This design comes from an exercise in tuning for small area, a short achievable clock period and few clock cycles per item on the open sky130 flow, not from production work. At most, simulation tests tie the RTL to the original design; equivalence was not proved. Power is estimated from default activity; no workload was simulated.

== run a ==
Design boron_dec, start of the top module:
module boron_dec (
    input  clk, rst, start, input [63:0] plain_text, input [79:0] master_key,
    output reg done, output [63:0] cipher_text
);
For scale: roughly 1400 cells after synthesis, about 150 flip-flops, about 210 I/O pins, about 0.012 mm² of cells after synthesis.
export LEC_CHECK = 0
export CAP_MARGIN = 20
export CORE_MARGIN = 2
export CORE_UTILIZATION = 40
export CTS_BUF_LIST = sky130_fd_sc_hd__clkbuf_4 sky130_fd_sc_hd__clkbuf_8
export PLACE_DENSITY = 0.75
export SETUP_SLACK_MARGIN = 2.4
export SLEW_MARGIN = 20
create_clock -name core_clock -period 5.0 [get_ports {clk}]
standard.sh (not shown) runs the stock make flow with config.mk's settings and CLKGATE_MAP_FILE= SYNTH_SCRIPT=/design/flow/synth_recipe.tcl, a recipe that flattens the netlist after the stock synthesis.
==> flow/flow/run.sh <==
#!/bin/bash
set -euo pipefail
export BUFFER_PORTS_ARGS="-buffer_cell sky130_fd_sc_hd__buf_1"
bash standard.sh > standard.log 2>&1
Testbench counts of run a, summed over its fixed seeds: cycles 10,760, items 384.
Inputs modified between run a and run b:
- CTS_BUF_LIST removed (was sky130_fd_sc_hd__clkbuf_4 sky130_fd_sc_hd__clkbuf_8)
- SETUP_SLACK_MARGIN changed from 2.4 to 2.5
--- a/flow/flow/run.sh
+++ b/flow/flow/run.sh
@@ -3,2 +3,3 @@
 export BUFFER_PORTS_ARGS="-buffer_cell sky130_fd_sc_hd__buf_1"
+export CTS_ARGS="-sink_clustering_enable -repair_clock_nets -buf_list {sky130_fd_sc_hd__clkbuf_4 sky130_fd_sc_hd__clkbuf_8} -dont_use_dummy_load"
 bash standard.sh > standard.log 2>&1
--- outcome ---
Run b ended with every stage complete and zero timing, DRC or antenna violations.
Per the comparison of run b with run a, sequential cell area share roughly the same; register-to-register slack picked up an extra 20 ps; wire length of the first global-routing pass now larger; fmax higher; arrival time of data at the critical path endpoint shrank by 70 ps.
Re wire length: run a was lower than run b.
From run a to run b the numbers moved as follows: clock network latency to the later pin of the worst-skew pair now sits at about the same level, clock share of power now sits lower, slack of the critical path now sits higher.

boron_dec, a different RTL version from the one above (not shown whole).
Size: roughly 210 I/O pins, about 12000 µm² of cells after synthesis.
Settings: LEC_CHECK=0, CAP_MARGIN=20, CORE_MARGIN=2, CORE_UTILIZATION=40, SETUP_SLACK_MARGIN=2.5, SLEW_MARGIN=20; clock period 5.0 ns.
run.sh (not shown) runs the stock make flow with config.mk's settings and CLKGATE_MAP_FILE= SYNTH_SCRIPT=/design/flow/synth_recipe.tcl, a recipe that flattens the netlist after the stock synthesis.
Stock flow here: none of the scripts above is used.
==> next run, changes <==
==> flow/flow/run.sh (new file) <==
#!/bin/bash
set -euo pipefail
export BUFFER_PORTS_ARGS="-buffer_cell sky130_fd_sc_hd__buf_1"
bash standard.sh > standard.log 2>&1
==> flow/standard.sh (new file) <==
#!/bin/bash
# synth_recipe.tcl (not shown) runs the flow's synth.tcl, then flattens the netlist and writes it again
# the make line also repeats each setting of config.mk as NAME=value (left out here)
make -C /OpenROAD-flow-scripts/flow DESIGN_CONFIG=/design/flow/config.mk WORK_HOME=/design/flow/orfs CLKGATE_MAP_FILE= SYNTH_SCRIPT=/design/flow/synth_recipe.tcl "${@:-finish}"
SETUP_SLACK_MARGIN = 3.0   (was 2.5)
removed: flow/run.sh
- wire length came out higher by 15%
- non-clock buffer count came out higher by 202
- cell area climbs by about 15%
- critical path depth drops by 1
- sequential cell count is unchanged
- first-iteration DRC count goes up by about 47%
- total power rose by 36%
- hold slack improves by 0.0042 ns
- worst setup slack improves by 0.18 ns
- clock power is about the same
No functional check of the RTL was part of any run of this note.

Setup of job 9988:
The RTL this note starts from:
==> flow/design.v <==
module s_box (
    input [3:0] i_sb, output [3:0] o_sb
);
    assign o_sb[0] = (!i_sb[3]&!i_sb[2]&i_sb[1]) | (!i_sb[2]&i_sb[1]&i_sb[0]) 
    | (!i_sb[3]&i_sb[2]&!i_sb[1]) | (i_sb[2]&!i_sb[1]&i_sb[0]) | 
    (i_sb[3]&!i_sb[2]&!i_sb[1]&!i_sb[0]) | (i_sb[3]&i_sb[2]&i_sb[1]&!i_sb[0]);
    assign o_sb[1] = (!i_sb[3]&!i_sb[2]&!i_sb[0]) | (!i_sb[3]&!i_sb[1]&!i_sb[0]) | (i_sb[2]&i_sb[1]&i_sb[0]) 
| (i_sb[3]&!i_sb[2]&i_sb[0]) | (i_sb[3]&i_sb[2]&i_sb[1]);
    assign o_sb[2] = (!i_sb[3]&!i_sb[2]&!i_sb[1]) | (!i_sb[2]&!i_sb[1]&!i_sb[0]) | (!i_sb[3]&i_sb[2]&!i_sb[0]) 
| (i_sb[3]&i_sb[1]&i_sb[0]) | (i_sb[3]&i_sb[2]&i_sb[0]);
    assign o_sb[3] = (!i_sb[3]&!i_sb[2]&!i_sb[0]) | (!i_sb[3]&i_sb[1]&!i_sb[0]) | (!i_sb[3]&i_sb[2]&i_sb[0]) 
| (i_sb[3]&!i_sb[1]&!i_sb[0]) | (i_sb[3]&!i_sb[2]&i_sb[1]&i_sb[0]);
endmodule
module block_shuffle (
    input [15:0] i_bs, output [15:0] o_bs
);
    assign o_bs = {i_bs[7:4], i_bs[3:0], i_bs[15:12], i_bs[11:8]};
endmodule
module round_permutation #(
    parameter [5:0] shift = 5'b0000,
    parameter [7:0] data_length = 8'd16
)(
    input [data_length - 1:0] i_rp,  output [data_length - 1:0] o_rp
); 
assign o_rp = (i_rp << shift) | (i_rp >> (data_length - shift));
endmodule
module key_scheduler (
    input clk, rst, input [4:0] round_counter, input [79:0] i_ks_oldkey, output [79:0] o_ks_newkey 
);
    wire [79:0] level_shift;
    wire [79:0] level_sbox;
    wire [4:0] xor_rc;
    round_permutation #(.shift(13), .data_length(80)) rp (.i_rp(i_ks_oldkey), .o_rp(level_shift));
    s_box sb(.i_sb(level_shift[3:0]), .o_sb(level_sbox[3:0]));
    assign level_sbox[79:4] = level_shift[79:4];
    assign xor_rc = level_sbox[63:59]^(round_counter -1);
    assign o_ks_newkey = {level_sbox[79:64], xor_rc, level_sbox[58:0]};
endmodule
module dec_s_box (
    input [3:0] i_sb, output reg [3:0] o_sb 
);
    always @(*) begin
        case(i_sb)
        4'h0: o_sb = 4'hA;
        4'h1: o_sb = 4'h3;
        4'h2: o_sb = 4'h9;
        4'h3: o_sb = 4'hE;
        4'h4: o_sb = 4'h1;
        4'h5: o_sb = 4'hD;
        4'h6: o_sb = 4'hF;
        4'h7: o_sb = 4'h4;
        4'h8: o_sb = 4'hC;
        4'h9: o_sb = 4'h5;
        4'hA: o_sb = 4'h7;
        4'hB: o_sb = 4'h2;
        4'hC: o_sb = 4'h6;
        4'hD: o_sb = 4'h8;
        4'hE: o_sb = 4'h0;
        4'hF: o_sb = 4'hB;
        endcase
    end
endmodule
module dec_block_shuffle (
    input [15:0] i_bs, output [15:0] o_bs
);
    block_shuffle bs (i_bs, o_bs);
endmodule
module dec_round_permutation #(
    parameter [5:0] shift = 5'b0000,
    parameter [7:0] data_length = 8'd16
)(
    input [data_length - 1:0] i_rp,  output [data_length - 1:0] o_rp
); 
    assign o_rp = (i_rp >> shift) | (i_rp << (data_length - shift));
endmodule
module dec_XOR_layer (
    input [63:0] i_xor, output [63:0] o_xor
);
    assign o_xor = {(i_xor[63:48]^i_xor[47:32]), (i_xor[47:32]^i_xor[31:16]^i_xor[15:0]),(i_xor[63:48]^i_xor[47:32]^i_xor[31:16]), (i_xor[31:16]^i_xor[15:0])};
endmodule
module dec_permutation_layer (
    input [63:0] i_pl, output [63:0] o_pl
);
    wire [63:0] rp2bs;
    wire [63:0] xor2rp;
    dec_XOR_layer xl(.i_xor(i_pl), .o_xor(xor2rp));
            dec_round_permutation #(.shift(1), .data_length(16)) rp0(.i_rp(xor2rp[(16*0 + 15):16*0]), .o_rp(rp2bs[15:0]));
            dec_round_permutation #(.shift(4), .data_length(16)) rp1(.i_rp(xor2rp[(16*1 + 15):16*1]), .o_rp(rp2bs[(16 + 15):16*1]));
            dec_round_permutation #(.shift(7), .data_length(16)) rp2(.i_rp(xor2rp[(16*2 + 15):16*2]), .o_rp(rp2bs[(16*2 + 15):16*2]));
            dec_round_permutation #(.shift(9), .data_length(16)) rp3(.i_rp(xor2rp[(16*3 + 15):16*3]), .o_rp(rp2bs[(16*3 + 15):16*3]));
    genvar i;
    generate
        for (i = 0; i < 4; i = i +1 ) begin
            dec_block_shuffle bs(.i_bs(rp2bs[(16*i + 15):16*i]), .o_bs(o_pl[(16*i + 15):16*i]));
        end
    endgenerate
endmodule
module dec_add_round_key (
    input [63:0] i_ark_cipher, input [63:0] i_ark_key,
    output [63:0] o_ark_msg
);
    wire [63:0] sb2xor;
    wire [63:0] pl2sb;
    dec_permutation_layer pl(.i_pl(i_ark_cipher), .o_pl(pl2sb));
    genvar j;
    generate    
    for(j=0; j < 16; j = j + 1) begin
            dec_s_box sb(.i_sb(pl2sb[(4*j + 3):4*j]), .o_sb(sb2xor[(4*j + 3):4*j]));
        end
    endgenerate
    assign o_ark_msg = i_ark_key ^ sb2xor;
endmodule
module dec_key_scheduler (
    input clk, rst, input [4:0] round_counter, input [79:0] i_ks_oldkey, output [79:0] o_ks_newkey 
);
    wire [79:0] level_shift;
    wire [79:0] level_sbox;
    wire [4:0] xor_rc;
    assign {level_sbox[79:64], xor_rc, level_sbox[58:0]} = i_ks_oldkey;
    assign level_sbox[63:59] = xor_rc ^(round_counter -1);
    assign level_shift[79:4] = level_sbox[79:4];
    dec_s_box sb(.i_sb(level_sbox[3:0]), .o_sb(level_shift[3:0]));
    dec_round_permutation #(.shift(13), .data_length(80)) rp (.i_rp(level_shift), .o_rp(o_ks_newkey));
endmodule
module boron_dec (
    input  clk, rst, start, input [63:0] plain_text, input [79:0] master_key,
    output reg done, output [63:0] cipher_text
);
    function [3:0] sbox(input [3:0] a);
        begin
            sbox[0] = 16'h693c >> a;
            sbox[1] = 16'hca95 >> a;
            sbox[2] = 16'ha953 >> a;
            sbox[3] = 16'h19e5 >> a;
        end
    endfunction
    function [3:0] isbox(input [3:0] a);
        begin
            isbox[0] = 16'h8676 >> a;
            isbox[1] = 16'h9c4b >> a;
            isbox[2] = 16'h17e8 >> a;
            isbox[3] = 16'ha16d >> a;
        end
    endfunction
    function [79:0] kfwd(input [79:0] k, input [4:0] rc);
        reg [79:0] t;
        begin
            t = {k[66:0], k[79:67]};
            t[3:0] = sbox(t[3:0]);
            t[63:59] = t[63:59] ^ rc;
            kfwd = t;
        end
    endfunction
    function [79:0] kinv(input [79:0] k, input [4:0] rc);
        reg [79:0] t;
        begin
            t = k;
            t[63:59] = t[63:59] ^ rc;
            t[3:0] = isbox(t[3:0]);
            kinv = {t[12:0], t[79:13]};
        end
    endfunction
    function [79:0] kfwd12(input [79:0] k, input [4:0] b);
        reg [79:0] t;
        integer i;
        begin
            t = k;
            for (i = 0; i < 12; i = i + 1)
                t = kfwd(t, b + i[4:0]);
            kfwd12 = t;
        end
    endfunction
    function [63:0] iround(input [63:0] x, input [63:0] k);
        reg [15:0] w0, w1, w2, w3;
        reg [63:0] y, z;
        integer j;
        begin
            w3 = (x[63:48] ^ x[47:32]) ^ (k[63:48] ^ k[47:32]);
            w2 = (x[47:32] ^ x[31:16] ^ x[15:0]) ^ (k[47:32] ^ k[31:16] ^ k[15:0]);
            w1 = (x[63:48] ^ x[47:32] ^ x[31:16]) ^ (k[63:48] ^ k[47:32] ^ k[31:16]);
            w0 = (x[31:16] ^ x[15:0]) ^ (k[31:16] ^ k[15:0]);
            y = {{w3[8:0], w3[15:9]}, {w2[6:0], w2[15:7]}, {w1[3:0], w1[15:4]}, {w0[0], w0[15:1]}};
            for (j = 0; j < 4; j = j + 1)
                z[16*j +: 16] = {y[16*j+4 +: 4], y[16*j +: 4], y[16*j+12 +: 4], y[16*j+8 +: 4]};
            for (j = 0; j < 16; j = j + 1)
                iround[4*j +: 4] = isbox(z[4*j +: 4]);
        end
    endfunction
    reg id, kg1, kg2, rd;
    reg [4:0] cnt;
    reg [63:0] x;
    reg [79:0] k;
    wire [79:0] kl = kfwd(master_key, 5'd0);
    wire [79:0] kf = kfwd12(k, kg2 ? 5'd13 : 5'd1);
    wire [79:0] kb = kinv(k, cnt);
    wire [63:0] xr = iround(x, k[63:0]);
    assign cipher_text = x ^ k[63:0];
    always @(posedge clk) begin
        x <= ({64{id}} & plain_text) | ({64{rd}} & xr) | ({64{kg1 | kg2}} & x);
        k <= ({80{id}} & kl) | ({80{kg1 | kg2}} & kf) | ({80{rd}} & kb);
        cnt <= rd ? cnt - 5'd1 : 5'd24;
    end
    always @(posedge clk) begin
        if (!rst) begin
            id <= 1'b1;
            kg1 <= 1'b0;
            kg2 <= 1'b0;
            rd <= 1'b0;
            done <= 1'b0;
        end else begin
            done <= rd && cnt == 5'd0;
            id <= id ? !start : (rd && cnt == 5'd0);
            kg1 <= id && start;
            kg2 <= kg1;
            rd <= kg2 || (rd && cnt != 5'd0);
        end
    end
endmodule
==> flow/config.mk <==
export PLATFORM = sky130hd
export DESIGN_NAME = boron_dec
export DESIGN_NICKNAME = boron_dec
export VERILOG_FILES = /design/flow/design.v
export SDC_FILE = /design/flow/constraint.sdc
export NUM_CORES = 4
export LEC_CHECK = 0
export CAP_MARGIN = 20
export CORE_MARGIN = 2
export CORE_UTILIZATION = 40
export CTS_BUF_LIST = sky130_fd_sc_hd__clkbuf_4 sky130_fd_sc_hd__clkbuf_8
export PLACE_DENSITY = 0.75
export SETUP_SLACK_MARGIN = 2.5
export SLEW_MARGIN = 20
==> flow/constraint.sdc <==
create_clock -name core_clock -period 5.0 [get_ports {clk}]
set_input_delay 1.0000 -clock core_clock [delete_from_list [all_inputs] [get_ports {clk}]]
set_output_delay 1.0000 -clock core_clock [all_outputs]
set_load 0.01 [all_outputs]
standard.sh (not shown) runs the stock make flow with config.mk's settings and CLKGATE_MAP_FILE= SYNTH_SCRIPT=/design/flow/synth_recipe.tcl, a recipe that flattens the netlist after the stock synthesis.
==> flow/flow/run.sh <==
#!/bin/bash
set -euo pipefail
export BUFFER_PORTS_ARGS="-buffer_cell sky130_fd_sc_hd__buf_1"
bash standard.sh > standard.log 2>&1
Job 9988: done, clean on timing, DRC and antenna
Testbench counts of job 9988, summed over its fixed seeds: cycles 10,760, items 384.
Changes in job 8527 relative to job 9988:
- removing PLACE_DENSITY (formerly 0.75)
## What came out
- Layout-stage area growth over the synthesis result came out higher on job 8527 than on job 9988.
- Tightest hold margin in job 8527 is 7.2 ps above job 9988.
- Count of clock-buffer cells in the layout: job 8527 higher than job 9988
- Job 8527 and job 9988 ended up with nearly the same cell leakage power.
- Re routed wire length: job 8527 is 640 um up on job 9988.
Setup changes, job 8527 to job 6335
- a change of SETUP_SLACK_MARGIN from 2.5 to 2.8
Results
- Job 6335 has completed all stages; timing, DRC and antenna checks passed.
- Number of clock sinks seen by CTS: job 8527 vs job 6335, no meaningful difference
- Taking job 8527 as the reference, in job 6335 aggregate global-route resource usage grew by 1.9 points, number of standard cells in the layout, taps in and fillers out grew by 174.
- The worst hold slack of job 6335 was inferior to that of job 8527.
- Changes observed in job 6335 relative to job 8527: wire length moved up, ratio of cells with drive above 1 in the final layout shows an increase of 20 points.

## port drivers added, routing unchanged
The flow's constraints put no driver on any port. The routed layouts listed below were extracted and timed again, unchanged, in two steps.
Step 1 sets driving cells, clkbuf_16 on the clock port and buf_2 on the other inputs (assumed; they add their load-dependent delay and slew).
Step 2 adds t to the input delays and takes it off the output delays; t is the mean of the earliest and latest rising clock arrival at the registers after step 1. Input paths then give back, and output paths get back, about the clock's delay inside the block.
a / b / c = ideal / step 1 / step 2; a / b = the first two.
| run | t, ns | slack for setup (ns) | worst register clock-pin slew, ns | worst slew at a driven data input, ns | pins driven straight from the clock port |
|---|---|---|---|---|---|
| run a | 0.506 | 2.447 / 2.400 / 2.549 | 0.11 / 0.11 | 0.05 | 1 |
| run b | 0.497 | 2.516 / 2.472 / 2.575 | 0.10 / 0.10 | 0.05 | 1 |
| the first run of note 2 | 0.485 | 2.492 / 2.440 / 2.448 | 0.08 / 0.08 | 0.06 | 1 |
| the second run of note 2 | 0.483 | 2.670 / 2.622 / 2.696 | 0.07 / 0.07 | 0.05 | 1 |
| job 9988 | 0.510 | 2.524 / 2.478 / 2.612 | 0.11 / 0.11 | 0.06 | 1 |
| job 8527 | 0.524 | 2.488 / 2.439 / 2.620 | 0.11 / 0.11 | 0.07 | 1 |
| job 6335 | 0.540 | 2.654 / 2.604 / 2.764 | 0.10 / 0.10 | 0.07 | 1 |
After both steps setup and hold are still met in every run listed. The setup slack of the first run of note 2, which loses most, moves by -0.052 ns with the drivers and by -0.044 ns with both steps.
